From an optimization exercise on the open Yosys and OpenROAD flow, aimed at small area and a short achievable clock period; shortcuts taken in it are not production practice. Only simulation tests tie the RTL to the original design; equivalence was not proved. Power figures rest on the tool's default switching activity, not on a simulated workload. The clock port is modelled as an ideal driver; clocking choices that lean on that would not hold on a real chip.

==> design.v <==
`timescale 1ns/1ps
module register #(
    parameter NUM_STAGES = 2,
    parameter DATA_WIDTH = 2,
    parameter USE_RESET  = 1
)(
    input  wire                  CLK,
    input  wire                  RESET,
    input  wire [DATA_WIDTH-1:0] DIN,
    output wire [DATA_WIDTH-1:0] DOUT
);
genvar i;
generate
if (NUM_STAGES == 0)
begin : pass
    assign DOUT = DIN;
end
else
begin : stages
    reg [NUM_STAGES*DATA_WIDTH-1:0] din_delay;
    for (i=0; i<NUM_STAGES; i=i+1)
    begin : REGISTER_STAGES
        wire [DATA_WIDTH-1:0] prev;
        if (i == 0) begin : first
            assign prev = DIN;
        end else begin : rest
            assign prev = din_delay[(i-1)*DATA_WIDTH+:DATA_WIDTH];
        end
        always @(posedge CLK)
        begin
            if (USE_RESET && RESET)
                din_delay[i*DATA_WIDTH+:DATA_WIDTH] <= 0;
            else
                din_delay[i*DATA_WIDTH+:DATA_WIDTH] <= prev;
        end
    end
    assign DOUT = din_delay[(NUM_STAGES-1)*DATA_WIDTH+:DATA_WIDTH];
end
endgenerate
endmodule
`timescale 1ns/1ps
module macc (
  input  wire                 clk,
  input  wire                 reset,
  input  wire                 enable,
  input  wire                 clear,
  input  wire [ 2 : 0 ]       op_code,
  input  wire [ 15 : 0 ]      op_0,
  input  wire [ 15 : 0 ]      op_1,
  input  wire [ 15 : 0 ]      op_add,
  output wire [ 15 : 0 ]      out
);
  reg  [15:0] a1;
  reg  [7:0] neg1, one1, two1;
  reg  [15:0] add1;
  reg  [1:0] mode1;
  reg  en1, clr1;
  wire [15:0] b = op_code[0] ? op_0 : op_1;
  wire [16:0] bx = {b, 1'b0};
  wire [7:0] neg0, one0, two0;
  genvar g;
  generate for (g = 0; g < 8; g = g + 1) begin : booth
    assign neg0[g] = bx[2*g+2];
    assign one0[g] = bx[2*g+1] ^ bx[2*g];
    assign two0[g] = (bx[2*g+2] & ~bx[2*g+1] & ~bx[2*g]) | (~bx[2*g+2] & bx[2*g+1] & bx[2*g]);
  end endgenerate
  always @(posedge clk) begin
    a1    <= op_0;
    neg1  <= neg0;
    one1  <= one0;
    two1  <= two0;
    add1  <= (op_code[2:1] == 2'b10) ? op_add : 16'd0;
    mode1 <= op_code[2:1];
    en1   <= enable && !reset;
    clr1  <= clear;
  end
  wire pp0_0;
  wire pp0_1;
  wire pp0_2;
  wire pp0_3;
  wire pp0_4;
  wire pp0_5;
  wire pp0_6;
  wire pp0_7;
  wire pp0_8;
  wire pp0_9;
  wire pp0_10;
  wire pp0_11;
  wire pp0_12;
  wire pp0_13;
  wire pp0_14;
  wire pp0_15;
  wire pp1_0;
  wire pp1_1;
  wire pp1_2;
  wire pp1_3;
  wire pp1_4;
  wire pp1_5;
  wire pp1_6;
  wire pp1_7;
  wire pp1_8;
  wire pp1_9;
  wire pp1_10;
  wire pp1_11;
  wire pp1_12;
  wire pp1_13;
  wire pp2_0;
  wire pp2_1;
  wire pp2_2;
  wire pp2_3;
  wire pp2_4;
  wire pp2_5;
  wire pp2_6;
  wire pp2_7;
  wire pp2_8;
  wire pp2_9;
  wire pp2_10;
  wire pp2_11;
  wire pp3_0;
  wire pp3_1;
  wire pp3_2;
  wire pp3_3;
  wire pp3_4;
  wire pp3_5;
  wire pp3_6;
  wire pp3_7;
  wire pp3_8;
  wire pp3_9;
  wire pp4_0;
  wire pp4_1;
  wire pp4_2;
  wire pp4_3;
  wire pp4_4;
  wire pp4_5;
  wire pp4_6;
  wire pp4_7;
  wire pp5_0;
  wire pp5_1;
  wire pp5_2;
  wire pp5_3;
  wire pp5_4;
  wire pp5_5;
  wire pp6_0;
  wire pp6_1;
  wire pp6_2;
  wire pp6_3;
  wire pp7_0;
  wire pp7_1;
  wire t2s1;
  wire t2c2;
  wire t2s3;
  wire t2c4;
  wire t2s5;
  wire t2c6;
  wire t2s7;
  wire t2c8;
  wire t2s9;
  wire t2c10;
  wire t2s11;
  wire t2c12;
  wire t2s13;
  wire t2c14;
  wire t2s15;
  wire t2c16;
  wire t2s17;
  wire t2c18;
  wire t2s19;
  wire t2c20;
  wire t2s21;
  wire t2c22;
  wire t2s23;
  wire t2c24;
  wire t2s25;
  wire t2c26;
  wire t2s27;
  wire t2c28;
  wire t2s29;
  wire t2c30;
  wire t2s31;
  wire t2c32;
  wire t2s33;
  wire t2c34;
  wire t2s35;
  wire t2c36;
  wire t2s37;
  wire t2c38;
  wire t2s39;
  wire t2c40;
  wire t2s41;
  wire t2c42;
  wire t2s43;
  wire t2c44;
  wire t2s45;
  wire t2c46;
  wire t2s47;
  wire t2c48;
  wire t2s49;
  wire t2c50;
  wire t2s51;
  wire t2c52;
  wire t2s53;
  wire t2c54;
  wire t2s55;
  wire t2c56;
  wire t2s57;
  wire t2c58;
  wire t2s59;
  wire t2c60;
  wire t2s61;
  wire t2c62;
  wire t2s63;
  wire t2c64;
  wire t2s65;
  wire t2c66;
  wire t2s67;
  wire t2c68;
  wire t2s69;
  wire t2c70;
  wire t2s71;
  wire t2c72;
  wire t2s73;
  wire t2c74;
  wire t2s75;
  wire t2c76;
  wire t2s77;
  wire t2c78;
  wire t2s79;
  wire t2c80;
  wire t2s81;
  wire t2c82;
  wire t2s83;
  wire t2c84;
  wire t2s85;
  wire t2c86;
  wire t2s87;
  wire t2c88;
  wire t2s89;
  wire t2c90;
  wire t2s91;
  wire t2c92;
  wire t2s93;
  wire t2c94;
  wire t2s95;
  wire t2c96;
  wire t2x97;
  wire t2x98;
  wire t2x99;
  wire t2x100;
  wire t2x101;
  wire t2x102;
  wire t2x103;
  wire t2x104;
  wire t2x105;
  wire t2x106;
  wire t2x107;
  assign pp0_0 = (one1[0] & a1[0]) ^ neg1[0];
  assign pp0_1 = ((one1[0] & a1[1]) | (two1[0] & a1[0])) ^ neg1[0];
  assign pp0_2 = ((one1[0] & a1[2]) | (two1[0] & a1[1])) ^ neg1[0];
  assign pp0_3 = ((one1[0] & a1[3]) | (two1[0] & a1[2])) ^ neg1[0];
  assign pp0_4 = ((one1[0] & a1[4]) | (two1[0] & a1[3])) ^ neg1[0];
  assign pp0_5 = ((one1[0] & a1[5]) | (two1[0] & a1[4])) ^ neg1[0];
  assign pp0_6 = ((one1[0] & a1[6]) | (two1[0] & a1[5])) ^ neg1[0];
  assign pp0_7 = ((one1[0] & a1[7]) | (two1[0] & a1[6])) ^ neg1[0];
  assign pp0_8 = ((one1[0] & a1[8]) | (two1[0] & a1[7])) ^ neg1[0];
  assign pp0_9 = ((one1[0] & a1[9]) | (two1[0] & a1[8])) ^ neg1[0];
  assign pp0_10 = ((one1[0] & a1[10]) | (two1[0] & a1[9])) ^ neg1[0];
  assign pp0_11 = ((one1[0] & a1[11]) | (two1[0] & a1[10])) ^ neg1[0];
  assign pp0_12 = ((one1[0] & a1[12]) | (two1[0] & a1[11])) ^ neg1[0];
  assign pp0_13 = ((one1[0] & a1[13]) | (two1[0] & a1[12])) ^ neg1[0];
  assign pp0_14 = ((one1[0] & a1[14]) | (two1[0] & a1[13])) ^ neg1[0];
  assign pp0_15 = ((one1[0] & a1[15]) | (two1[0] & a1[14])) ^ neg1[0];
  assign pp1_0 = (one1[1] & a1[0]) ^ neg1[1];
  assign pp1_1 = ((one1[1] & a1[1]) | (two1[1] & a1[0])) ^ neg1[1];
  assign pp1_2 = ((one1[1] & a1[2]) | (two1[1] & a1[1])) ^ neg1[1];
  assign pp1_3 = ((one1[1] & a1[3]) | (two1[1] & a1[2])) ^ neg1[1];
  assign pp1_4 = ((one1[1] & a1[4]) | (two1[1] & a1[3])) ^ neg1[1];
  assign pp1_5 = ((one1[1] & a1[5]) | (two1[1] & a1[4])) ^ neg1[1];
  assign pp1_6 = ((one1[1] & a1[6]) | (two1[1] & a1[5])) ^ neg1[1];
  assign pp1_7 = ((one1[1] & a1[7]) | (two1[1] & a1[6])) ^ neg1[1];
  assign pp1_8 = ((one1[1] & a1[8]) | (two1[1] & a1[7])) ^ neg1[1];
  assign pp1_9 = ((one1[1] & a1[9]) | (two1[1] & a1[8])) ^ neg1[1];
  assign pp1_10 = ((one1[1] & a1[10]) | (two1[1] & a1[9])) ^ neg1[1];
  assign pp1_11 = ((one1[1] & a1[11]) | (two1[1] & a1[10])) ^ neg1[1];
  assign pp1_12 = ((one1[1] & a1[12]) | (two1[1] & a1[11])) ^ neg1[1];
  assign pp1_13 = ((one1[1] & a1[13]) | (two1[1] & a1[12])) ^ neg1[1];
  assign pp2_0 = (one1[2] & a1[0]) ^ neg1[2];
  assign pp2_1 = ((one1[2] & a1[1]) | (two1[2] & a1[0])) ^ neg1[2];
  assign pp2_2 = ((one1[2] & a1[2]) | (two1[2] & a1[1])) ^ neg1[2];
  assign pp2_3 = ((one1[2] & a1[3]) | (two1[2] & a1[2])) ^ neg1[2];
  assign pp2_4 = ((one1[2] & a1[4]) | (two1[2] & a1[3])) ^ neg1[2];
  assign pp2_5 = ((one1[2] & a1[5]) | (two1[2] & a1[4])) ^ neg1[2];
  assign pp2_6 = ((one1[2] & a1[6]) | (two1[2] & a1[5])) ^ neg1[2];
  assign pp2_7 = ((one1[2] & a1[7]) | (two1[2] & a1[6])) ^ neg1[2];
  assign pp2_8 = ((one1[2] & a1[8]) | (two1[2] & a1[7])) ^ neg1[2];
  assign pp2_9 = ((one1[2] & a1[9]) | (two1[2] & a1[8])) ^ neg1[2];
  assign pp2_10 = ((one1[2] & a1[10]) | (two1[2] & a1[9])) ^ neg1[2];
  assign pp2_11 = ((one1[2] & a1[11]) | (two1[2] & a1[10])) ^ neg1[2];
  assign pp3_0 = (one1[3] & a1[0]) ^ neg1[3];
  assign pp3_1 = ((one1[3] & a1[1]) | (two1[3] & a1[0])) ^ neg1[3];
  assign pp3_2 = ((one1[3] & a1[2]) | (two1[3] & a1[1])) ^ neg1[3];
  assign pp3_3 = ((one1[3] & a1[3]) | (two1[3] & a1[2])) ^ neg1[3];
  assign pp3_4 = ((one1[3] & a1[4]) | (two1[3] & a1[3])) ^ neg1[3];
  assign pp3_5 = ((one1[3] & a1[5]) | (two1[3] & a1[4])) ^ neg1[3];
  assign pp3_6 = ((one1[3] & a1[6]) | (two1[3] & a1[5])) ^ neg1[3];
  assign pp3_7 = ((one1[3] & a1[7]) | (two1[3] & a1[6])) ^ neg1[3];
  assign pp3_8 = ((one1[3] & a1[8]) | (two1[3] & a1[7])) ^ neg1[3];
  assign pp3_9 = ((one1[3] & a1[9]) | (two1[3] & a1[8])) ^ neg1[3];
  assign pp4_0 = (one1[4] & a1[0]) ^ neg1[4];
  assign pp4_1 = ((one1[4] & a1[1]) | (two1[4] & a1[0])) ^ neg1[4];
  assign pp4_2 = ((one1[4] & a1[2]) | (two1[4] & a1[1])) ^ neg1[4];
  assign pp4_3 = ((one1[4] & a1[3]) | (two1[4] & a1[2])) ^ neg1[4];
  assign pp4_4 = ((one1[4] & a1[4]) | (two1[4] & a1[3])) ^ neg1[4];
  assign pp4_5 = ((one1[4] & a1[5]) | (two1[4] & a1[4])) ^ neg1[4];
  assign pp4_6 = ((one1[4] & a1[6]) | (two1[4] & a1[5])) ^ neg1[4];
  assign pp4_7 = ((one1[4] & a1[7]) | (two1[4] & a1[6])) ^ neg1[4];
  assign pp5_0 = (one1[5] & a1[0]) ^ neg1[5];
  assign pp5_1 = ((one1[5] & a1[1]) | (two1[5] & a1[0])) ^ neg1[5];
  assign pp5_2 = ((one1[5] & a1[2]) | (two1[5] & a1[1])) ^ neg1[5];
  assign pp5_3 = ((one1[5] & a1[3]) | (two1[5] & a1[2])) ^ neg1[5];
  assign pp5_4 = ((one1[5] & a1[4]) | (two1[5] & a1[3])) ^ neg1[5];
  assign pp5_5 = ((one1[5] & a1[5]) | (two1[5] & a1[4])) ^ neg1[5];
  assign pp6_0 = (one1[6] & a1[0]) ^ neg1[6];
  assign pp6_1 = ((one1[6] & a1[1]) | (two1[6] & a1[0])) ^ neg1[6];
  assign pp6_2 = ((one1[6] & a1[2]) | (two1[6] & a1[1])) ^ neg1[6];
  assign pp6_3 = ((one1[6] & a1[3]) | (two1[6] & a1[2])) ^ neg1[6];
  assign pp7_0 = (one1[7] & a1[0]) ^ neg1[7];
  assign pp7_1 = ((one1[7] & a1[1]) | (two1[7] & a1[0])) ^ neg1[7];
  assign t2s1 = add1[0] ^ neg1[0] ^ pp0_0;
  assign t2c2 = (add1[0] & neg1[0]) | (add1[0] & pp0_0) | (neg1[0] & pp0_0);
  assign t2s3 = add1[1] ^ pp0_1 ^ t2c2;
  assign t2c4 = (add1[1] & pp0_1) | (add1[1] & t2c2) | (pp0_1 & t2c2);
  assign t2s5 = add1[2] ^ neg1[1] ^ pp0_2;
  assign t2c6 = (add1[2] & neg1[1]) | (add1[2] & pp0_2) | (neg1[1] & pp0_2);
  assign t2s7 = pp1_0 ^ t2s5 ^ t2c4;
  assign t2c8 = (pp1_0 & t2s5) | (pp1_0 & t2c4) | (t2s5 & t2c4);
  assign t2s9 = add1[3] ^ pp0_3 ^ pp1_1;
  assign t2c10 = (add1[3] & pp0_3) | (add1[3] & pp1_1) | (pp0_3 & pp1_1);
  assign t2s11 = add1[4] ^ neg1[2] ^ pp0_4;
  assign t2c12 = (add1[4] & neg1[2]) | (add1[4] & pp0_4) | (neg1[2] & pp0_4);
  assign t2s13 = pp1_2 ^ pp2_0 ^ t2c10;
  assign t2c14 = (pp1_2 & pp2_0) | (pp1_2 & t2c10) | (pp2_0 & t2c10);
  assign t2s15 = add1[5] ^ pp0_5 ^ pp1_3;
  assign t2c16 = (add1[5] & pp0_5) | (add1[5] & pp1_3) | (pp0_5 & pp1_3);
  assign t2s17 = pp2_1 ^ t2c12 ^ t2s15;
  assign t2c18 = (pp2_1 & t2c12) | (pp2_1 & t2s15) | (t2c12 & t2s15);
  assign t2s19 = add1[6] ^ neg1[3] ^ pp0_6;
  assign t2c20 = (add1[6] & neg1[3]) | (add1[6] & pp0_6) | (neg1[3] & pp0_6);
  assign t2s21 = pp1_4 ^ pp2_2 ^ pp3_0;
  assign t2c22 = (pp1_4 & pp2_2) | (pp1_4 & pp3_0) | (pp2_2 & pp3_0);
  assign t2s23 = t2c16 ^ t2s19 ^ t2s21;
  assign t2c24 = (t2c16 & t2s19) | (t2c16 & t2s21) | (t2s19 & t2s21);
  assign t2s25 = add1[7] ^ pp0_7 ^ pp1_5;
  assign t2c26 = (add1[7] & pp0_7) | (add1[7] & pp1_5) | (pp0_7 & pp1_5);
  assign t2s27 = pp2_3 ^ pp3_1 ^ t2c20;
  assign t2c28 = (pp2_3 & pp3_1) | (pp2_3 & t2c20) | (pp3_1 & t2c20);
  assign t2s29 = t2c22 ^ t2s25 ^ t2c24;
  assign t2c30 = (t2c22 & t2s25) | (t2c22 & t2c24) | (t2s25 & t2c24);
  assign t2s31 = add1[8] ^ neg1[4] ^ pp0_8;
  assign t2c32 = (add1[8] & neg1[4]) | (add1[8] & pp0_8) | (neg1[4] & pp0_8);
  assign t2s33 = pp1_6 ^ pp2_4 ^ pp3_2;
  assign t2c34 = (pp1_6 & pp2_4) | (pp1_6 & pp3_2) | (pp2_4 & pp3_2);
  assign t2s35 = pp4_0 ^ t2c26 ^ t2s31;
  assign t2c36 = (pp4_0 & t2c26) | (pp4_0 & t2s31) | (t2c26 & t2s31);
  assign t2s37 = t2s33 ^ t2c28;
  assign t2c38 = t2s33 & t2c28;
  assign t2s39 = add1[9] ^ pp0_9 ^ pp1_7;
  assign t2c40 = (add1[9] & pp0_9) | (add1[9] & pp1_7) | (pp0_9 & pp1_7);
  assign t2s41 = pp2_5 ^ pp3_3 ^ pp4_1;
  assign t2c42 = (pp2_5 & pp3_3) | (pp2_5 & pp4_1) | (pp3_3 & pp4_1);
  assign t2s43 = t2c32 ^ t2c34 ^ t2s39;
  assign t2c44 = (t2c32 & t2c34) | (t2c32 & t2s39) | (t2c34 & t2s39);
  assign t2s45 = t2s41 ^ t2c36;
  assign t2c46 = t2s41 & t2c36;
  assign t2s47 = add1[10] ^ neg1[5] ^ pp0_10;
  assign t2c48 = (add1[10] & neg1[5]) | (add1[10] & pp0_10) | (neg1[5] & pp0_10);
  assign t2s49 = pp1_8 ^ pp2_6 ^ pp3_4;
  assign t2c50 = (pp1_8 & pp2_6) | (pp1_8 & pp3_4) | (pp2_6 & pp3_4);
  assign t2s51 = pp4_2 ^ pp5_0 ^ t2c40;
  assign t2c52 = (pp4_2 & pp5_0) | (pp4_2 & t2c40) | (pp5_0 & t2c40);
  assign t2s53 = t2c42 ^ t2s47 ^ t2s49;
  assign t2c54 = (t2c42 & t2s47) | (t2c42 & t2s49) | (t2s47 & t2s49);
  assign t2s55 = t2c44 ^ t2s51;
  assign t2c56 = t2c44 & t2s51;
  assign t2s57 = pp0_11 ^ pp1_9 ^ pp2_7;
  assign t2c58 = (pp0_11 & pp1_9) | (pp0_11 & pp2_7) | (pp1_9 & pp2_7);
  assign t2s59 = pp3_5 ^ pp4_3 ^ pp5_1;
  assign t2c60 = (pp3_5 & pp4_3) | (pp3_5 & pp5_1) | (pp4_3 & pp5_1);
  assign t2s61 = t2c48 ^ t2c50 ^ t2s57;
  assign t2c62 = (t2c48 & t2c50) | (t2c48 & t2s57) | (t2c50 & t2s57);
  assign t2s63 = t2s59 ^ t2c52 ^ t2c54;
  assign t2c64 = (t2s59 & t2c52) | (t2s59 & t2c54) | (t2c52 & t2c54);
  assign t2s65 = neg1[6] ^ pp0_12 ^ pp1_10;
  assign t2c66 = (neg1[6] & pp0_12) | (neg1[6] & pp1_10) | (pp0_12 & pp1_10);
  assign t2s67 = pp2_8 ^ pp3_6 ^ pp4_4;
  assign t2c68 = (pp2_8 & pp3_6) | (pp2_8 & pp4_4) | (pp3_6 & pp4_4);
  assign t2s69 = pp5_2 ^ pp6_0 ^ t2c58;
  assign t2c70 = (pp5_2 & pp6_0) | (pp5_2 & t2c58) | (pp6_0 & t2c58);
  assign t2s71 = t2c60 ^ t2s65 ^ t2s67;
  assign t2c72 = (t2c60 & t2s65) | (t2c60 & t2s67) | (t2s65 & t2s67);
  assign t2s73 = t2c62 ^ t2s69;
  assign t2c74 = t2c62 & t2s69;
  assign t2s75 = pp0_13 ^ pp1_11 ^ pp2_9;
  assign t2c76 = (pp0_13 & pp1_11) | (pp0_13 & pp2_9) | (pp1_11 & pp2_9);
  assign t2s77 = pp3_7 ^ pp4_5 ^ pp5_3;
  assign t2c78 = (pp3_7 & pp4_5) | (pp3_7 & pp5_3) | (pp4_5 & pp5_3);
  assign t2s79 = pp6_1 ^ t2c66 ^ t2c68;
  assign t2c80 = (pp6_1 & t2c66) | (pp6_1 & t2c68) | (t2c66 & t2c68);
  assign t2s81 = t2s75 ^ t2s77 ^ t2c70;
  assign t2c82 = (t2s75 & t2s77) | (t2s75 & t2c70) | (t2s77 & t2c70);
  assign t2s83 = t2c72 ^ t2s79;
  assign t2c84 = t2c72 & t2s79;
  assign t2s85 = neg1[7] ^ pp0_14 ^ pp1_12;
  assign t2c86 = (neg1[7] & pp0_14) | (neg1[7] & pp1_12) | (pp0_14 & pp1_12);
  assign t2s87 = pp2_10 ^ pp3_8 ^ pp4_6;
  assign t2c88 = (pp2_10 & pp3_8) | (pp2_10 & pp4_6) | (pp3_8 & pp4_6);
  assign t2s89 = pp5_4 ^ pp6_2 ^ pp7_0;
  assign t2c90 = (pp5_4 & pp6_2) | (pp5_4 & pp7_0) | (pp6_2 & pp7_0);
  assign t2s91 = t2c76 ^ t2c78 ^ t2s85;
  assign t2c92 = (t2c76 & t2c78) | (t2c76 & t2s85) | (t2c78 & t2s85);
  assign t2s93 = t2s87 ^ t2s89 ^ t2c80;
  assign t2c94 = (t2s87 & t2s89) | (t2s87 & t2c80) | (t2s89 & t2c80);
  assign t2s95 = t2s91 ^ t2c84;
  assign t2c96 = t2s91 & t2c84;
  assign t2x97 = pp0_15 ^ pp1_13;
  assign t2x98 = pp2_11 ^ pp3_9;
  assign t2x99 = pp4_7 ^ pp5_5;
  assign t2x100 = pp6_3 ^ pp7_1;
  assign t2x101 = t2x100 ^ t2x97;
  assign t2x102 = t2x98 ^ t2x99;
  assign t2x103 = t2x101 ^ t2x102;
  assign t2x104 = t2c86 ^ t2c88;
  assign t2x105 = t2c90 ^ t2x103;
  assign t2x106 = t2x104 ^ t2x105;
  assign t2x107 = t2c92 ^ t2x106;
  reg  p2_0_0;
  reg  p2_1_0;
  reg  p2_2_0;
  reg  p2_3_0;
  reg  p2_3_1;
  reg  p2_3_2;
  reg  p2_4_0;
  reg  p2_4_1;
  reg  p2_5_0;
  reg  p2_5_1;
  reg  p2_6_0;
  reg  p2_6_1;
  reg  p2_7_0;
  reg  p2_7_1;
  reg  p2_8_0;
  reg  p2_8_1;
  reg  p2_8_2;
  reg  p2_9_0;
  reg  p2_9_1;
  reg  p2_9_2;
  reg  p2_10_0;
  reg  p2_10_1;
  reg  p2_10_2;
  reg  p2_11_0;
  reg  p2_11_1;
  reg  p2_11_2;
  reg  p2_12_0;
  reg  p2_12_1;
  reg  p2_12_2;
  reg  p2_13_0;
  reg  p2_13_1;
  reg  p2_13_2;
  reg  p2_14_0;
  reg  p2_14_1;
  reg  p2_14_2;
  reg  p2_15_0;
  reg  p2_15_1;
  reg  p2_15_2;
  reg  [1:0] mode2;
  reg  en2, clr2;
  reg  [15:11] add2;
  always @(posedge clk) begin
    p2_0_0 <= t2s1;
    p2_1_0 <= t2s3;
    p2_2_0 <= t2s7;
    p2_3_0 <= t2c6;
    p2_3_1 <= t2s9;
    p2_3_2 <= t2c8;
    p2_4_0 <= t2s11;
    p2_4_1 <= t2s13;
    p2_5_0 <= t2c14;
    p2_5_1 <= t2s17;
    p2_6_0 <= t2c18;
    p2_6_1 <= t2s23;
    p2_7_0 <= t2s27;
    p2_7_1 <= t2s29;
    p2_8_0 <= t2s35;
    p2_8_1 <= t2s37;
    p2_8_2 <= t2c30;
    p2_9_0 <= t2s43;
    p2_9_1 <= t2c38;
    p2_9_2 <= t2s45;
    p2_10_0 <= t2s53;
    p2_10_1 <= t2c46;
    p2_10_2 <= t2s55;
    p2_11_0 <= t2s61;
    p2_11_1 <= t2c56;
    p2_11_2 <= t2s63;
    p2_12_0 <= t2s71;
    p2_12_1 <= t2s73;
    p2_12_2 <= t2c64;
    p2_13_0 <= t2c74;
    p2_13_1 <= t2s83;
    p2_13_2 <= t2s81;
    p2_14_0 <= t2c82;
    p2_14_1 <= t2s93;
    p2_14_2 <= t2s95;
    p2_15_0 <= t2x107;
    p2_15_1 <= t2c94;
    p2_15_2 <= t2c96;
    add2  <= add1[15:11];
    mode2 <= mode1;
    en2   <= en1;
    clr2  <= clr1;
  end
  reg  [15:0] accs, accc;
  wire [15:0] dadd_s = mode2[0] ? accs : {add2, 11'd0};
  wire [15:0] dadd_c = mode2[0] ? accc : 16'd0;
  wire t3s108;
  wire t3c109;
  wire t3s110;
  wire t3c111;
  wire t3s112;
  wire t3c113;
  wire t3s114;
  wire t3c115;
  wire t3s116;
  wire t3c117;
  wire t3s118;
  wire t3c119;
  wire t3s120;
  wire t3c121;
  wire t3s122;
  wire t3c123;
  wire t3s124;
  wire t3c125;
  wire t3s126;
  wire t3c127;
  wire t3s128;
  wire t3c129;
  wire t3s130;
  wire t3c131;
  wire t3s132;
  wire t3c133;
  wire t3s134;
  wire t3c135;
  wire t3s136;
  wire t3c137;
  wire t3s138;
  wire t3c139;
  wire t3s140;
  wire t3c141;
  wire t3s142;
  wire t3c143;
  wire t3s144;
  wire t3c145;
  wire t3s146;
  wire t3c147;
  wire t3s148;
  wire t3c149;
  wire t3s150;
  wire t3c151;
  wire t3s152;
  wire t3c153;
  wire t3s154;
  wire t3c155;
  wire t3s156;
  wire t3c157;
  wire t3s158;
  wire t3c159;
  wire t3s160;
  wire t3c161;
  wire t3s162;
  wire t3c163;
  wire t3s164;
  wire t3c165;
  wire t3s166;
  wire t3c167;
  wire t3s168;
  wire t3c169;
  wire t3s170;
  wire t3c171;
  wire t3s172;
  wire t3c173;
  wire t3s174;
  wire t3c175;
  wire t3x176;
  wire t3x177;
  wire t3x178;
  wire t3x179;
  wire t3x180;
  wire t3x181;
  assign t3s108 = p2_0_0 ^ dadd_c[0];
  assign t3c109 = p2_0_0 & dadd_c[0];
  assign t3s110 = p2_1_0 ^ dadd_c[1] ^ dadd_s[1];
  assign t3c111 = (p2_1_0 & dadd_c[1]) | (p2_1_0 & dadd_s[1]) | (dadd_c[1] & dadd_s[1]);
  assign t3s112 = p2_2_0 ^ dadd_c[2] ^ dadd_s[2];
  assign t3c113 = (p2_2_0 & dadd_c[2]) | (p2_2_0 & dadd_s[2]) | (dadd_c[2] & dadd_s[2]);
  assign t3s114 = p2_3_0 ^ p2_3_1 ^ p2_3_2;
  assign t3c115 = (p2_3_0 & p2_3_1) | (p2_3_0 & p2_3_2) | (p2_3_1 & p2_3_2);
  assign t3s116 = dadd_c[3] ^ dadd_s[3] ^ t3s114;
  assign t3c117 = (dadd_c[3] & dadd_s[3]) | (dadd_c[3] & t3s114) | (dadd_s[3] & t3s114);
  assign t3s118 = p2_4_0 ^ p2_4_1 ^ dadd_c[4];
  assign t3c119 = (p2_4_0 & p2_4_1) | (p2_4_0 & dadd_c[4]) | (p2_4_1 & dadd_c[4]);
  assign t3s120 = dadd_s[4] ^ t3c115 ^ t3s118;
  assign t3c121 = (dadd_s[4] & t3c115) | (dadd_s[4] & t3s118) | (t3c115 & t3s118);
  assign t3s122 = p2_5_0 ^ p2_5_1 ^ dadd_c[5];
  assign t3c123 = (p2_5_0 & p2_5_1) | (p2_5_0 & dadd_c[5]) | (p2_5_1 & dadd_c[5]);
  assign t3s124 = dadd_s[5] ^ t3c119 ^ t3s122;
  assign t3c125 = (dadd_s[5] & t3c119) | (dadd_s[5] & t3s122) | (t3c119 & t3s122);
  assign t3s126 = p2_6_0 ^ p2_6_1 ^ dadd_c[6];
  assign t3c127 = (p2_6_0 & p2_6_1) | (p2_6_0 & dadd_c[6]) | (p2_6_1 & dadd_c[6]);
  assign t3s128 = dadd_s[6] ^ t3c123 ^ t3s126;
  assign t3c129 = (dadd_s[6] & t3c123) | (dadd_s[6] & t3s126) | (t3c123 & t3s126);
  assign t3s130 = p2_7_0 ^ p2_7_1 ^ dadd_c[7];
  assign t3c131 = (p2_7_0 & p2_7_1) | (p2_7_0 & dadd_c[7]) | (p2_7_1 & dadd_c[7]);
  assign t3s132 = dadd_s[7] ^ t3c127 ^ t3s130;
  assign t3c133 = (dadd_s[7] & t3c127) | (dadd_s[7] & t3s130) | (t3c127 & t3s130);
  assign t3s134 = p2_8_0 ^ p2_8_1 ^ p2_8_2;
  assign t3c135 = (p2_8_0 & p2_8_1) | (p2_8_0 & p2_8_2) | (p2_8_1 & p2_8_2);
  assign t3s136 = dadd_c[8] ^ dadd_s[8] ^ t3s134;
  assign t3c137 = (dadd_c[8] & dadd_s[8]) | (dadd_c[8] & t3s134) | (dadd_s[8] & t3s134);
  assign t3s138 = t3c131 ^ t3s136;
  assign t3c139 = t3c131 & t3s136;
  assign t3s140 = p2_9_0 ^ p2_9_1 ^ p2_9_2;
  assign t3c141 = (p2_9_0 & p2_9_1) | (p2_9_0 & p2_9_2) | (p2_9_1 & p2_9_2);
  assign t3s142 = dadd_c[9] ^ dadd_s[9] ^ t3c135;
  assign t3c143 = (dadd_c[9] & dadd_s[9]) | (dadd_c[9] & t3c135) | (dadd_s[9] & t3c135);
  assign t3s144 = t3s140 ^ t3c137 ^ t3s142;
  assign t3c145 = (t3s140 & t3c137) | (t3s140 & t3s142) | (t3c137 & t3s142);
  assign t3s146 = p2_10_0 ^ p2_10_1 ^ p2_10_2;
  assign t3c147 = (p2_10_0 & p2_10_1) | (p2_10_0 & p2_10_2) | (p2_10_1 & p2_10_2);
  assign t3s148 = dadd_c[10] ^ dadd_s[10] ^ t3c141;
  assign t3c149 = (dadd_c[10] & dadd_s[10]) | (dadd_c[10] & t3c141) | (dadd_s[10] & t3c141);
  assign t3s150 = t3s146 ^ t3c143 ^ t3s148;
  assign t3c151 = (t3s146 & t3c143) | (t3s146 & t3s148) | (t3c143 & t3s148);
  assign t3s152 = p2_11_0 ^ p2_11_1 ^ p2_11_2;
  assign t3c153 = (p2_11_0 & p2_11_1) | (p2_11_0 & p2_11_2) | (p2_11_1 & p2_11_2);
  assign t3s154 = dadd_c[11] ^ dadd_s[11] ^ t3c147;
  assign t3c155 = (dadd_c[11] & dadd_s[11]) | (dadd_c[11] & t3c147) | (dadd_s[11] & t3c147);
  assign t3s156 = t3s152 ^ t3c149 ^ t3s154;
  assign t3c157 = (t3s152 & t3c149) | (t3s152 & t3s154) | (t3c149 & t3s154);
  assign t3s158 = p2_12_0 ^ p2_12_1 ^ p2_12_2;
  assign t3c159 = (p2_12_0 & p2_12_1) | (p2_12_0 & p2_12_2) | (p2_12_1 & p2_12_2);
  assign t3s160 = dadd_c[12] ^ dadd_s[12] ^ t3c153;
  assign t3c161 = (dadd_c[12] & dadd_s[12]) | (dadd_c[12] & t3c153) | (dadd_s[12] & t3c153);
  assign t3s162 = t3s158 ^ t3c155 ^ t3s160;
  assign t3c163 = (t3s158 & t3c155) | (t3s158 & t3s160) | (t3c155 & t3s160);
  assign t3s164 = p2_13_0 ^ p2_13_1 ^ p2_13_2;
  assign t3c165 = (p2_13_0 & p2_13_1) | (p2_13_0 & p2_13_2) | (p2_13_1 & p2_13_2);
  assign t3s166 = dadd_c[13] ^ dadd_s[13] ^ t3c159;
  assign t3c167 = (dadd_c[13] & dadd_s[13]) | (dadd_c[13] & t3c159) | (dadd_s[13] & t3c159);
  assign t3s168 = t3s164 ^ t3c161 ^ t3s166;
  assign t3c169 = (t3s164 & t3c161) | (t3s164 & t3s166) | (t3c161 & t3s166);
  assign t3s170 = p2_14_0 ^ p2_14_1 ^ p2_14_2;
  assign t3c171 = (p2_14_0 & p2_14_1) | (p2_14_0 & p2_14_2) | (p2_14_1 & p2_14_2);
  assign t3s172 = dadd_c[14] ^ dadd_s[14] ^ t3c165;
  assign t3c173 = (dadd_c[14] & dadd_s[14]) | (dadd_c[14] & t3c165) | (dadd_s[14] & t3c165);
  assign t3s174 = t3s170 ^ t3c167 ^ t3s172;
  assign t3c175 = (t3s170 & t3c167) | (t3s170 & t3s172) | (t3c167 & t3s172);
  assign t3x176 = p2_15_0 ^ p2_15_1;
  assign t3x177 = p2_15_2 ^ t3x176;
  assign t3x178 = dadd_c[15] ^ dadd_s[15];
  assign t3x179 = t3x177 ^ t3c171;
  assign t3x180 = t3x178 ^ t3x179;
  assign t3x181 = t3x180 ^ t3c173;
  wire [15:0] rx = {t3x181, t3c169, t3c163, t3c157, t3c151, t3c145, t3c139, t3c133, t3c129, t3c125, t3c121, t3c117, t3c113, t3c111, t3c109, dadd_s[0]};
  wire [15:0] ry = {t3c175, t3s174, t3s168, t3s162, t3s156, t3s150, t3s144, t3s138, t3s132, t3s128, t3s124, t3s120, t3s116, t3s112, t3s110, t3s108};
  always @(posedge clk) begin
    if (reset || clr2) begin
      accs <= 16'd0;
      accc <= 16'd0;
    end else if (en2) begin
      accs <= rx;
      accc <= ry;
    end
  end
  assign out = accs + accc;
endmodule
module ram
#(
  parameter integer DATA_WIDTH    = 16,
  parameter integer ADDR_WIDTH    = 5
)
(
  input  wire                         clk,
  input  wire                         reset,
  input  wire                         s_read_req,
  input  wire [ ADDR_WIDTH  -1 : 0 ]  s_read_addr,
  output reg  [ DATA_WIDTH  -1 : 0 ]  s_read_data,
  input  wire                         s_write_req,
  input  wire [ ADDR_WIDTH  -1 : 0 ]  s_write_addr,
  input  wire [ DATA_WIDTH  -1 : 0 ]  s_write_data
);
  reg  [ DATA_WIDTH -1 : 0 ] mem [ 0 : (1<<ADDR_WIDTH)-1 ];
  reg  [ ADDR_WIDTH -1 : 0 ] rd_addr;
  reg  [ ADDR_WIDTH -1 : 0 ] wr_addr;
  reg  [ DATA_WIDTH -1 : 0 ] wr_data;
  reg                        rd_addr_v;
  reg                        wr_addr_v;
  always @(posedge clk) begin
    rd_addr_v <= s_read_req && !reset;
    wr_addr_v <= s_write_req && !reset;
    rd_addr   <= s_read_addr;
    wr_addr   <= s_write_addr;
    wr_data   <= s_write_data;
  end
  always @(posedge clk)
    if (wr_addr_v)
      mem[wr_addr] <= wr_data;
  reg  [ DATA_WIDTH -1 : 0 ] rd_mux;
  integer k;
  always @(*) begin
    rd_mux = {DATA_WIDTH{1'b0}};
    for (k = 0; k < (1<<ADDR_WIDTH); k = k + 1)
      rd_mux = rd_mux | (mem[k] & {DATA_WIDTH{rd_addr == k}});
  end
  always @(posedge clk)
    if (reset)
      s_read_data <= 0;
    else if (rd_addr_v)
      s_read_data <= rd_mux;
endmodule
`timescale 1ns/1ps
module fifo
#(
    parameter   DATA_WIDTH          = 16,
    parameter   ADDR_WIDTH          = 4,
    parameter   RAM_DEPTH           = (1 << ADDR_WIDTH)
)(
    input  wire                         clk,
    input  wire                         reset,
    input  wire                         push,
    input  wire                         pop,
    input  wire [ DATA_WIDTH -1 : 0 ]   data_in,
    output reg  [ DATA_WIDTH -1 : 0 ]   data_out
);
reg     [ADDR_WIDTH  :0]        fifo_count;
reg     [DATA_WIDTH-1:0]        mem[0:RAM_DEPTH-1];
wire empty = (fifo_count == 0);
wire full  = fifo_count[ADDR_WIDTH];
wire do_push = push && !full;
wire do_pop  = pop && !empty;
always @ (posedge clk)
begin
  if (reset)
    fifo_count <= 0;
  else if (do_push && !do_pop)
    fifo_count <= fifo_count + 1;
  else if (do_pop && !do_push)
    fifo_count <= fifo_count - 1;
end
integer i;
always @ (posedge clk)
  if (do_push) begin
    mem[0] <= data_in;
    for (i = 1; i < RAM_DEPTH; i = i + 1)
      mem[i] <= mem[i-1];
  end
reg [DATA_WIDTH-1:0] rd_mux;
integer k;
always @(*) begin
  rd_mux = {DATA_WIDTH{1'b0}};
  for (k = 0; k < RAM_DEPTH; k = k + 1)
    rd_mux = rd_mux | (mem[k] & {DATA_WIDTH{fifo_count == k + 1}});
end
always @ (posedge clk)
  if (do_pop)
    data_out <= rd_mux;
endmodule
module activation #(
  parameter OP_WIDTH  = 16
) (
  input  wire                                         clk,
  input  wire                                         enable,
  input  wire        [ OP_WIDTH           -1 : 0 ]    in,
  output wire        [ OP_WIDTH           -1 : 0 ]    out
);
reg [OP_WIDTH-1:0] activation_data;
wire signed [OP_WIDTH-1:0] in_s = in;
always @(posedge clk)
  if (enable)
    activation_data <= (in_s > 0) ? in : {OP_WIDTH{1'b0}};
  else
    activation_data <= in;
assign out = activation_data;
endmodule
`timescale 1ns/1ps
module PE #(
  parameter integer PE_BUF_ADDR_WIDTH   = 5,
  parameter integer OP_WIDTH            = 16,
  parameter integer ACC_WIDTH           = 16,
  parameter         LAYER_NORM          = "NO"
)
(
  input  wire                                         clk,
  input  wire                                         reset,
  input  wire                                         mask,
  input  wire  [ 10+2*PE_BUF_ADDR_WIDTH -1 : 0 ]      ctrl,
  input  wire                                         src_2_sel,
  input  wire  [ OP_WIDTH             -1 : 0 ]        read_data_0,
  input  wire  [ OP_WIDTH             -1 : 0 ]        read_data_1,
  input  wire  [ OP_WIDTH             -1 : 0 ]        read_data_2,
  output wire  [ OP_WIDTH             -1 : 0 ]        lrn_center,
  output wire  [ OP_WIDTH             -1 : 0 ]        write_data,
  output wire  [ OP_WIDTH             -1 : 0 ]        pe_buffer_read_data,
  input  wire                                         pe_neuron_read_req,
  input  wire  [ OP_WIDTH             -1 : 0 ]        pe_neuron_write_data,
  input  wire                                         pe_neuron_write_req,
  input  wire  [ PE_BUF_ADDR_WIDTH    -1 : 0 ]        pe_neuron_write_addr,
  output wire                                         write_valid
);
  localparam integer OP_CODE_WIDTH  = 3;
  wire [ OP_WIDTH           -1 : 0 ]  pe_buffer_write_data;
  wire [ OP_WIDTH           -1 : 0 ]  pe_buffer_read_data_d;
  wire                                src_2_sel_dd;
  wire                                _pe_buffer_write_req;
  wire                                pe_buffer_write_req;
  wire                                pe_buffer_read_req;
  wire                                _pe_buffer_read_req;
  wire                                flush, flush_d;
  wire                                enable;
  wire [ OP_CODE_WIDTH      -1 : 0 ]  op_code;
  wire [ PE_BUF_ADDR_WIDTH  -1 : 0 ]  buf_rd_addr;
  wire [ PE_BUF_ADDR_WIDTH  -1 : 0 ]  _buf_wr_addr;
  wire [ PE_BUF_ADDR_WIDTH  -1 : 0 ]  buf_wr_addr;
  wire [ OP_WIDTH           -1 : 0 ]  conv_out;
  wire                                norm_fifo_push;
  wire                                norm_fifo_pop;
  wire [ OP_WIDTH           -1 : 0 ]  macc_out;
  assign {norm_fifo_push, norm_fifo_pop,
    buf_rd_addr, _buf_wr_addr,
    flush, write_valid, _pe_buffer_write_req, _pe_buffer_read_req, enable, op_code} = ctrl;
  assign pe_buffer_read_req  = _pe_buffer_read_req || pe_neuron_read_req;
  assign pe_buffer_write_req = _pe_buffer_write_req || pe_neuron_write_req;
  assign buf_wr_addr = pe_neuron_write_req ? pe_neuron_write_addr : _buf_wr_addr;
  wire [OP_WIDTH-1:0] macc_op_add = src_2_sel_dd == 0 ?
    read_data_2 : pe_buffer_read_data;
  assign conv_out = !flush_d ? macc_out : pe_buffer_read_data_d;
  register #(.NUM_STAGES(2), .DATA_WIDTH(1)) src_2_delay (
    .CLK(clk), .RESET(reset), .DIN(src_2_sel), .DOUT(src_2_sel_dd));
  register #(.NUM_STAGES(3), .DATA_WIDTH(1)) macc_en_delay (
    .CLK(clk), .RESET(reset), .DIN(flush), .DOUT(flush_d));
  register #(.NUM_STAGES(3), .DATA_WIDTH(OP_WIDTH), .USE_RESET(0)) fifo_out_delay (
    .CLK(clk), .RESET(reset), .DIN(pe_buffer_read_data), .DOUT(pe_buffer_read_data_d));
  macc MACC_pe (
    .clk      ( clk                 ),
    .reset    ( reset               ),
    .enable   ( enable && mask      ),
    .clear    ( !mask               ),
    .op_code  ( op_code             ),
    .op_0     ( read_data_0         ),
    .op_1     ( read_data_1         ),
    .op_add   ( macc_op_add         ),
    .out      ( macc_out            )
  );
  assign pe_buffer_write_data = pe_neuron_write_req ? pe_neuron_write_data : conv_out;
  ram #(
    .DATA_WIDTH               ( OP_WIDTH                 ),
    .ADDR_WIDTH               ( PE_BUF_ADDR_WIDTH        )
  ) pe_buffer (
    .clk                      ( clk                      ),
    .reset                    ( reset                    ),
    .s_write_req              ( pe_buffer_write_req      ),
    .s_write_data             ( pe_buffer_write_data     ),
    .s_write_addr             ( buf_wr_addr              ),
    .s_read_req               ( pe_buffer_read_req       ),
    .s_read_data              ( pe_buffer_read_data      ),
    .s_read_addr              ( buf_rd_addr              )
  );
  activation #(
    .OP_WIDTH                 ( OP_WIDTH                 )
  ) ReLU (
    .clk                      ( clk                      ),
    .enable                   ( 1'b0                     ),
    .in                       ( conv_out                 ),
    .out                      ( write_data               )
  );
  fifo #(
    .DATA_WIDTH               ( OP_WIDTH                 ),
    .ADDR_WIDTH               ( 4                        )
  ) norm_fifo (
    .clk                      ( clk                      ),
    .reset                    ( reset                    ),
    .push                     ( norm_fifo_push           ),
    .pop                      ( norm_fifo_pop            ),
    .data_in                  ( read_data_0              ),
    .data_out                 ( lrn_center               )
  );
endmodule
==> flow/run.sh <==
#!/bin/bash
set -e
export BUFFER_PORTS_ARGS="-buffer_cell sky130_fd_sc_hd__buf_1"
export CTS_ARGS="-sink_clustering_enable -repair_clock_nets -sink_clustering_size 31 -sink_clustering_max_diameter 80 -dont_use_dummy_load"
bash standard.sh > standard.log 2>&1
==> standard.sh <==
#!/bin/bash
# synth_recipe.tcl (not shown) runs the flow's synth.tcl, then flattens the netlist and writes it again
# the make line also repeats each setting of config.mk as NAME=value (left out here)
make -C /OpenROAD-flow-scripts/flow DESIGN_CONFIG=/design/flow/config.mk WORK_HOME=/design/flow/orfs CLKGATE_MAP_FILE= SYNTH_SCRIPT=/design/flow/synth_recipe.tcl "${@:-finish}"
==> config.mk <==
export PLATFORM = sky130hd
export DESIGN_NAME = PE
export DESIGN_NICKNAME = PE
export VERILOG_FILES = /design/flow/design.v
export SDC_FILE = /design/flow/constraint.sdc
export NUM_CORES = 4
export LEC_CHECK = 0
export ABC_CLOCK_PERIOD_IN_PS = 2800
export CAP_MARGIN = 20
export CORE_MARGIN = 2
export CORE_UTILIZATION = 70
export SETUP_SLACK_MARGIN = 4.0
export SLEW_MARGIN = 20
==> constraint.sdc <==
create_clock -name core_clock -period 6.5 [get_ports {clk}]
set_input_delay 1.3000 -clock core_clock [delete_from_list [all_inputs] [get_ports {clk}]]
set_output_delay 1.3000 -clock core_clock [all_outputs]
set_load 0.01 [all_outputs]
==> results.cfg, run 1 <==
[run_status]
status = no timing/DRC/antenna violations

[clock_network]
clockRootBuffer = clkbuf_16
clockBufferDepth = 3
clock_latency_ns = 0.61
cts_made_buffers = 40
clk_pin_slew_ns = 0.11
clock_sinks = 1038
cts_tree = done
htree_num_levels = 2

[floorplan]
coreArea_mm2 = 0.0564
die-area_mm2 = 0.0589
fp.dieW_um = 243
initial_core_util = 0.707
ios = 144
die_h_um = 243
rows = 87

[cells_and_area]
drive_gt1_frac = 0.128
largest_reg_flops = 512
seq_area_mm2 = 0.0288
largestRegisters = pe_buffer.mem: 512 flops, norm_fifo.mem: 256 flops, fifo_out_delay.stages.din_delay: 48 flops
fin_cells = 3526
multi_input_area_mm2 = 0.0107
largest-register = pe_buffer.mem
design_area_mm2 = 0.0433
syn_to_final_growth_pct = 8.52
fin_nets = 2968
fillCellCount = 3387

[min_path]
hold_end = fifo_out_delay.stages.din_delay[41]
holdPathStages = 0
hp-class = reg -> reg
hp-start = fifo_out_delay.stages.din_delay[25]

[timing]
slew_viol_final = 0
hold_violations = 0
final.setup.tns_ns = 0
finalSetupViolCount = 0
rsz0062_at_grt = true
fin_skew_ns = 0.0361
final.min_clock_period_ns = 2.60
min_period_over_period = 0.400
slew-limit-headroom = 0.231
fmax_mhz = 385
worst_slew_pin_slew_ns = 1.15

[placement]
post_dp_cell_area_mm2 = 0.0415
dpl.hpwl_um = 67000
gp_congestion = 0.947
io_buffer_count = 141
dp_cells = 3449

[critical_path]
r2r_slack_ns = 3.96
timing.rr.end = MACC_pe.p2_15_0
cp.arrival_ns = 1.30
r2r_start = MACC_pe.neg1[1]
crit_path_end_kind = output pin
cp_max_fo = 1
required_ns = 5.20
r2r_cells = 8
criticalPathCategory = in -> out
crit_path_start_kind = input pin

[yosys]
synth_area_leaders = edfxtp_1 59%, dfxtp_1 13%, a22oi_1 6.0%, fa_1 3.7%, mux2i_1 1.8%
netlist_area_mm2 = 0.0399
ys_types = 71
synthCells = 2620
synthArstFlopShare = 0
ys_warn_count = 8
synth_edf_count = 784
ys_ff_latch = 1038
synth_top_area_frac = 0.591
yosysSeqAreaShare = 0.718
synth_commonest_cells = 784 x edfxtp_1, 319 x a22oi_1, 254 x dfxtp_1, 147 x nand2_1, 147 x nor2_1
synth_most_common_cell = edfxtp_1
synth.avg_cell_area_um2 = 15.2
syn-num-nets = 2818
ys.flop_type = edfxtp_1
synth_largest_area_cell = edfxtp_1

[drt]
routed_wl_um = 109000
num_vias = 24300
routed_via_density = 6.88
route.detailed.drc = 0
ant_nets = 0
drt_pass1_iterations = 8
avgRoutedWirePerCell_um = 30.8
drtIter0Drc = 4158

[pwr]
p_per_area_mw_per_mm2 = 321
leakage_nw = 14.8
irDropWorstVdd_mv = 0.257

[job]
drv_cap = 0

[grt]
grt_start_max_net_pins = 99
grt_pass1_wl_um = 157000
antenna_found_initial = 2
grt_pass1_vias = 23500
grt-ovfl-total = 0
grt.total_usage = 0.367
==> worst reg2reg max path, cell delays in order (launching register included) <==
cell     delay [ns]
dfxtp_4        0.55
xnor2_1        0.18
fa_1           0.52
fa_2           0.37
xor2_2         0.18
xnor2_1        0.19
xnor2_1        0.17
xnor2_1        0.16
xnor2_1        0.15
==> placed cells by master, fill, tap and decap left out, types with 7 or more instances in the layout <==
cell type  synthesis  final
mux2_2            22     22
nor3_1            27     26
clkbuf_16          0     40
a22oi_2            0      9
a222oi_1          33     33
o21ai_0           30     30
nor2_2            15     29
edfxtp_1         784    784
a22o_1            21     21
inv_1            103    102
dfxtp_4            0     31
buf_1             11    125
dfxtp_2            0     33
nand3_1           30     30
nor2b_1           16     15
a21o_1             8      8
clkbuf_2           0      8
nand3b_1           7      7
nand2_1          147    146
a22oi_1          319    310
xor2_1            34     32
and2_1            10     10
nor2_4             2     19
fa_1              74     69
nor2_1           147    116
nand4_1           41     41
nor4_1            10      7
mux2i_1           70     70
and3_1            16     13
a221oi_1          19     19
buf_4              7     88
ha_1              29     27
xnor2_1           69     66
a211oi_1          19     18
dfxtp_1          254    190
a31oi_1            7      7
a21oi_1           30     28
==> power breakdown <==
| part | internal (W) | leakage (nW) | switching [W] |
|---|---|---|---|
| combinational | 0.000959 | 4.89 | 0.00144 |
| sequential | 0.00802 | 9.42 | 0.000526 |
| clock | 0.00112 | 0.493 | 0.00183 |
| total | 0.0101 | 14.8 | 0.00380 |
==> kinds of logic after synthesis <==
family / after synthesis / share of synthesized area
AO/OA/AOI/OAI: 531 / 0.100
adder cells (fa/ha/maj): 103 / 0.0463
flip-flops: 1038 / 0.718
XOR/XNOR: 104 / 0.0232
AND/OR/NAND/NOR: 517 / 0.0644
multiplexers: 92 / 0.0238
buffers and inverters: 235 / 0.0241
==> repair_timing <==
action | CTS | global route
endpoints found under the hold margin | 0 | 0
hold buffers | 0 | 0
gates resized for setup | 108 | 62
pin swaps | 1 | 13
endpoints found under the setup margin | 269 | 146
setup buffers | 14 | 20
cloned | 1 | 0
==> layer usage <==
layer / GRT usage / wire, µm
met2: 0.597 / 52100
met5: 0 / 20
met1: 0.499 / 38700
met3: 0.0551 / 12200
met4: 0.168 / 5620
==> cell type report <==
cell class | instances | share of cell area
diodes | 2 | 0.000116
clock buffers | 40 | 0.0231
multi-input cells | 1347 | 0.248
flip-flops and latches | 1038 | 0.665
repair buffers | 239 | 0.0328
well taps | 756 | 0.0219
inverters | 104 | 0.00911
==> metrics by stage <==
step / utilization / hold slack [ns] / setup WS, ns / total power [W]
2_1_floorplan: - / 0.310 / 0.115 / 0.0100
3_3_place_gp: 0.735 / 0.310 / 3.09 / 0.0108
3_5_place_dp: 0.735 / 0.312 / 3.08 / 0.0109
4_1_cts: 0.760 / 0.310 / 3.90 / 0.0138
5_1_grt: 0.767 / 0.309 / 3.85 / 0.0145
6_report: 0.767 / 0.310 / 3.90 / 0.0139
==> worst max-delay path by stage <==
stage / to / slack (ns) / from / cells after the start
global route: MACC_pe.p2_15_0 / 3.85 / MACC_pe.a1[10] / 9
detailed placement: norm_fifo.mem[0][8] / 3.08 / ctrl[19] / 4
CTS: write_valid / 3.90 / ctrl[6] / 0
floorplan: norm_fifo.fifo_count[2] / 0.11 / ctrl[19] / 5
finish: write_valid / 3.90 / ctrl[6] / 0
global placement: norm_fifo.mem[5][12] / 3.09 / ctrl[19] / 4
==> run 2, diff against run 1 <==
--- a/config.mk
+++ b/config.mk
@@ -11,3 +11,3 @@
 export CORE_UTILIZATION = 70
-export SETUP_SLACK_MARGIN = 4.0
+export SETUP_SLACK_MARGIN = 3.95
 export SLEW_MARGIN = 20
==> results.cfg, run 2 <==
[clock_network]
clk_pin_slew_ns = 0.11
cts_made_buffers = 41
clockBufferDepth = 3
clockRootBuffer = clkbuf_16
cts_tree = done
htree_num_levels = 2
holdBufCountCts = 0
clock_sinks = 1038
clock_latency_ns = 0.64

[cells_and_area]
fin_nets = 2955
fillCellCount = 3443
largest_reg_flops = 512
final_common_cell = edfxtp_1
seq_area_mm2 = 0.0288
largest-register = pe_buffer.mem
drive_gt1_frac = 0.114
largestRegisters = pe_buffer.mem: 512 flops, norm_fifo.mem: 256 flops, fifo_out_delay.stages.din_delay: 48 flops
multi_input_area_mm2 = 0.0106
syn_to_final_growth_pct = 8.01
final_cell_mix = 784 x edfxtp_1, 315 x a22oi_1, 191 x dfxtp_1, 147 x nand2_1, 132 x buf_1

[timing]
slew-limit-headroom = 0.251
final.min_clock_period_ns = 2.60
finalSetupViolCount = 0
hold_violations = 0
final.setup.tns_ns = 0
worst_slew_pin_slew_ns = 1.12
min_period_over_period = 0.401
fin_skew_ns = 0.0732
rsz0062_at_grt = true
slew_viol_final = 0
fmax_mhz = 384

[critical_path]
crit_path_start_kind = flop
cp.arrival_ns = 3.08
cp_max_fo = 16
criticalPathCategory = reg -> reg
required_ns = 6.98
crit_path_end_kind = flop
cp_slowest_stage_delay_ns = 0.52
path_cells = nand2b_2 -> nor2_2 -> buf_4 -> a222oi_1 -> nand3_1 -> nor4_2 -> a211oi_1
cp_slowest_cell = a222oi_1

[placement]
io_buffer_count = 141
gp_congestion = 0.937
dpl.hpwl_um = 66400

[yosys]
synth.avg_cell_area_um2 = 15.2
synthCells = 2620
ys_types = 71
ys_warn_count = 8
synth_edf_count = 784
synth_commonest_cells = 784 x edfxtp_1, 319 x a22oi_1, 254 x dfxtp_1, 147 x nand2_1, 147 x nor2_1
syn-num-nets = 2818
synth_area_leaders = edfxtp_1 59%, dfxtp_1 13%, a22oi_1 6.0%, fa_1 3.7%, mux2i_1 1.8%
ys_ff_latch = 1038
synth_largest_area_cell = edfxtp_1
ys.flop_type = edfxtp_1
synth_top_area_frac = 0.591
synth_most_common_cell = edfxtp_1
netlist_area_mm2 = 0.0399
yosysSeqAreaShare = 0.718
synthArstFlopShare = 0

[pwr]
clockPowerShare = 0.216
irDropWorstVdd_mv = 0.290
p_seq_frac = 0.617
power_frac_comb = 0.167
internal_power_w = 0.0101
leakage_nw = 14.7
swShare = 0.272
p_per_area_mw_per_mm2 = 321
switchingPower_w = 0.00377
power_w = 0.0138

[drt]
wl_met1_um = 37900
dr_wl_met2_um = 50700
drt_pass1_iterations = 9
drtIter0Drc = 3546
avgRoutedWirePerCell_um = 30.6
route.detailed.drc = 0
topRoutingLayerUsed = met5
routed_via_density = 6.89
num_vias = 24200
ant_nets = 0
dr_wl_met3_um = 12000
routed_wl_um = 108000

[grt]
antenna_found_initial = 5
grt-ovfl-total = 0
grt_pass1_vias = 23500
grt_pass1_wl_um = 155000
grt.total_usage = 0.365
grt_start_max_net_pins = 102

[floorplan]
rows = 87
die-area_mm2 = 0.0589
die_h_um = 243
coreArea_mm2 = 0.0564
initial_core_util = 0.707
ios = 144
fp.dieW_um = 243

[min_path]
hp-class = reg -> reg

[run_status]
status = no timing/DRC/antenna violations

[job]
drv_cap = 0
[run 2: cell count changes in the layout (fill, tap and decap cells not counted), sizes merged]
cell | before | now
buf | 230 | 215
bufbuf | 0 | 1
clkbuf | 49 | 50
clkinvlp | 1 | 0
diode | 2 | 4
inv | 103 | 104
[run 2: metrics by stage]
stage / worst slack [ns] / instances / hold WS (ns) / cell area [µm²] / utilization
floorplan: 0.115 / 2620 / 0.310 / 39900 / -
CTS: 3.81 / 3497 / 0.335 / 42700 / 0.758
global placement: 3.12 / 3447 / 0.310 / 41400 / 0.735
global route: 3.90 / 3514 / 0.341 / 43100 / 0.764
detailed placement: 3.09 / 3448 / 0.312 / 41500 / 0.735
finish: 3.90 / 3515 / 0.334 / 43100 / 0.764
[run 2: what timing repair did]
item                       in CTS  in global routing
cloned                          1                  0
setup buffers                   7                 14
setup endpoints to repair     263                 50
pin swaps                       1                  6
resized for setup              76                 50
[run 2: metal layers]
| layer | GRT usage | vias up |
|---|---|---|
| li1 | - | 10200 |
| met5 | 0 | - |
| met3 | 0.0687 | 373 |
| met4 | 0.204 | 2 |
| met2 | 0.587 | 1667 |
| met1 | 0.477 | 12000 |
[run 2: cell families after synthesis]
family                   share of synthesized area
flip-flops                                   0.718
AO/OA/AOI/OAI                                0.100
AND/OR/NAND/NOR                             0.0644
buffers and inverters                       0.0241
XOR/XNOR                                    0.0232
adder cells (fa/ha/maj)                     0.0463
multiplexers                                0.0238
[run 2: power groups by stage]
| stage | clock (W) | combinational, W | sequential [W] |
|---|---|---|---|
| detailed placement | 0 | 0.00223 | 0.00867 |
| global route | 0.00319 | 0.00257 | 0.00860 |
| finish | 0.00299 | 0.00231 | 0.00854 |
| CTS | 0.00300 | 0.00229 | 0.00852 |
| floorplan | 0 | 0.00156 | 0.00846 |
| global placement | 0 | 0.00217 | 0.00864 |
[run 2: layout make-up]
type                       instances  share of cell area
sequential                      1038               0.668
multi-input combinational       1347               0.247
timing repair buffer             225              0.0298
clock buffer                      41              0.0238
tap                              756              0.0220
inverter                         104             0.00907
antenna                            4            0.000232
[run 2: worst paths after layout]
kind | from | end | slack, ns | depth (start not counted)
setup / recovery | pe_buffer.rd_addr[0] | pe_buffer.s_read_data[4] | 3.90 | 7
hold / removal | MACC_pe.en1 | MACC_pe.en2 | 0.33 | 0
setup reg to reg | pe_buffer.rd_addr[0] | pe_buffer.s_read_data[4] | 3.90 | 7
hold reg to reg | MACC_pe.en1 | MACC_pe.en2 | 0.33 | 0
[run 2: worst max-delay path: cells and delay by family (launching register included)]
family          cells  cell delay, ns
simple gates        4            1.02
flops               1            0.51
compound gates      2            0.65
buf+inv             1            0.26
==> run 3, diff against run 2 <==
--- a/config.mk
+++ b/config.mk
@@ -8,6 +8,6 @@
 export ABC_CLOCK_PERIOD_IN_PS = 2800
-export CAP_MARGIN = 20
+export CAP_MARGIN = 0
 export CORE_MARGIN = 2
 export CORE_UTILIZATION = 70
-export SETUP_SLACK_MARGIN = 3.95
-export SLEW_MARGIN = 20
+export SETUP_SLACK_MARGIN = 4.0
+export SLEW_MARGIN = 0
==> results.cfg, run 3 <==
[run_status]
status = no timing/DRC/antenna violations

[cells_and_area]
largestRegisters = pe_buffer.mem: 512 flops, norm_fifo.mem: 256 flops, fifo_out_delay.stages.din_delay: 48 flops
fin_nets = 2966
syn_to_final_growth_pct = 8.37
final_common_cell = edfxtp_1
final_cell_mix = 784 x edfxtp_1, 313 x a22oi_1, 196 x dfxtp_1, 147 x nand2_1, 121 x buf_1
drive_gt1_frac = 0.122
fillCellCount = 3418
fin_cells = 3527
design_area_mm2 = 0.0432
largest-register = pe_buffer.mem
largest_reg_flops = 512

[clock_network]
cts_tree = done
clock_latency_ns = 0.61
holdBufCountCts = 0
clk_pin_slew_ns = 0.10
clockRootBuffer = clkbuf_16
clock_sinks = 1038
cts_made_buffers = 40
htree_num_levels = 2
clockBufferDepth = 3

[floorplan]
rows = 87
initial_core_util = 0.707
die-area_mm2 = 0.0589
die_h_um = 243
fp.dieW_um = 243
coreArea_mm2 = 0.0564
ios = 144

[critical_path]
cp_max_fo = 1
cp.arrival_ns = 1.30
criticalPathCategory = in -> out
crit_path_start_kind = input pin
r2r_cells = 9
crit_path_end_kind = output pin
cp_num_cells = 0
required_ns = 5.20

[job]
drv_cap = 0

[yosys]
syn-num-nets = 2818
ys_ff_latch = 1038
ys.flop_type = edfxtp_1
synth_most_common_cell = edfxtp_1
netlist_area_mm2 = 0.0399
ys_warn_count = 8
synth_top_area_frac = 0.591
synth_edf_count = 784
synth_area_leaders = edfxtp_1 59%, dfxtp_1 13%, a22oi_1 6.0%, fa_1 3.7%, mux2i_1 1.8%
synthCells = 2620
synth_largest_area_cell = edfxtp_1
ys_types = 71
yosysSeqAreaShare = 0.718
synth.avg_cell_area_um2 = 15.2
synth_commonest_cells = 784 x edfxtp_1, 319 x a22oi_1, 254 x dfxtp_1, 147 x nand2_1, 147 x nor2_1
synthArstFlopShare = 0

[timing]
hold_violations = 0
final.min_clock_period_ns = 2.60
final.setup.tns_ns = 0
worst_slack_ns = 3.90
fin_skew_ns = 0.0405
min_period_over_period = 0.400
slew_viol_final = 0
worst_slew_pin_slew_ns = 1.34
finalSetupViolCount = 0
fmax_mhz = 385
slew-limit-headroom = 0.104
rsz0062_at_grt = true

[grt]
grt_start_max_net_pins = 99
grt_pass1_wl_um = 156000
grt_pass1_vias = 23600
grt-ovfl-total = 0
grt.total_usage = 0.368
antenna_found_initial = 4

[placement]
dp_cells = 3448
gp_congestion = 0.947
io_buffer_count = 141
dpl.hpwl_um = 66900
dp_slack_ns = 3.08
post_dp_cell_area_mm2 = 0.0414

[drt]
drtIter0Drc = 3671
routed_via_density = 6.87
drt_pass1_iterations = 6
routed_wl_um = 108000
avgRoutedWirePerCell_um = 30.7
num_vias = 24200
ant_nets = 0
route.detailed.drc = 0

[min_path]
hp-class = reg -> reg
holdPathStages = 0

[pwr]
leakage_nw = 14.8
irDropWorstVdd_mv = 0.269
p_per_area_mw_per_mm2 = 321
power_w = 0.0139
-- run 3: kinds of logic after synthesis --
logic type | Yosys count | share of synthesized area
flip-flops | 1038 | 0.718
buffers and inverters | 235 | 0.0241
XOR/XNOR | 104 | 0.0232
AO/OA/AOI/OAI | 531 | 0.100
adder cells (fa/ha/maj) | 103 | 0.0463
AND/OR/NAND/NOR | 517 | 0.0644
multiplexers | 92 | 0.0238
-- run 3: per-stage QoR --
stage / utilization / hold WS, ns
finish: 0.766 / 0.334
detailed placement: 0.735 / 0.312
floorplan: - / 0.310
CTS: 0.760 / 0.334
global route: 0.766 / 0.342
global placement: 0.735 / 0.310
-- run 3: path summary, 6_finish.rpt --
path / endpoint / from / slack [ns]
min: MACC_pe.en2 / MACC_pe.en1 / 0.33
max reg2reg: MACC_pe.p2_15_0 / MACC_pe.two1[0] / 4.00
max: write_valid / ctrl[6] / 3.90
min reg2reg: MACC_pe.en2 / MACC_pe.en1 / 0.33
-- run 3: what timing repair did --
item | in CTS | in global routing
gates resized for setup | 118 | 48
pin swaps | 3 | 7
endpoints found under the setup margin | 271 | 146
cloned | 1 | 0
setup buffers | 14 | 19
endpoints found under the hold margin | 0 | 0
-- run 3: where the power goes --
| part | internal, W | total [W] | switching, W | leakage [nW] |
|---|---|---|---|---|
| clock network | 0.00112 | 0.00296 | 0.00184 | 0.493 |
| logic | 0.000940 | 0.00236 | 0.00142 | 4.90 |
| registers | 0.00802 | 0.00854 | 0.000523 | 9.42 |
-- run 3: area by class of cell --
class / instances / area (µm²) / area share
flip-flops and latches: 1038 / 28800 / 0.666
multi-input cells: 1347 / 10700 / 0.247
repair buffers: 237 / 1410 / 0.0327
clock buffers: 40 / 1000 / 0.0232
well taps: 756 / 946 / 0.0219
inverters: 104 / 390 / 0.00904
diodes: 5 / 12.5 / 0.000290
-- run 3: per-layer routing --
layer	share of wire	GRT usage
met1	0.35	0.487
met2	0.48	0.589
met3	0.11	0.0662
met4	0.063	0.198
met5	0.000092	0

separate check: timing with driven ports:
The flow's constraints put no driver on any port. The routed layouts listed below were extracted and timed again, unchanged, in two steps. Step 1, drivers: a clkbuf_16 drives clk and a buf_2 each remaining input, both assumed. Step 2 times the ports against the registers' clock, not the clock port: input delays grow and output delays shrink by t, the midpoint of the rising clock arrivals with the driver on. Slacks: ideal / step 1 / step 2; pairs: ideal / step 1.
run | shift t [ns] | slack for setup (ns) | latest minus earliest clock arrival (ns) | slew at the worst register clock pin (ns) | worst data-port slew with drivers (ns)
run 1 | 0.657 | 3.900 / 3.859 / 3.441 | 0.054 / 0.053 | 0.12 / 0.12 | 0.11
run 2 | 0.664 | 3.895 / 3.859 / 3.338 | 0.081 / 0.082 | 0.12 / 0.12 | 0.12
run 3 | 0.661 | 3.900 / 3.859 / 3.416 | 0.056 / 0.057 | 0.12 / 0.12 | 0.13
After both steps every run listed still meets setup and hold. For run 2, which loses most, drivers alone change the setup slack by -0.036 ns; drivers and shift together by -0.557 ns.
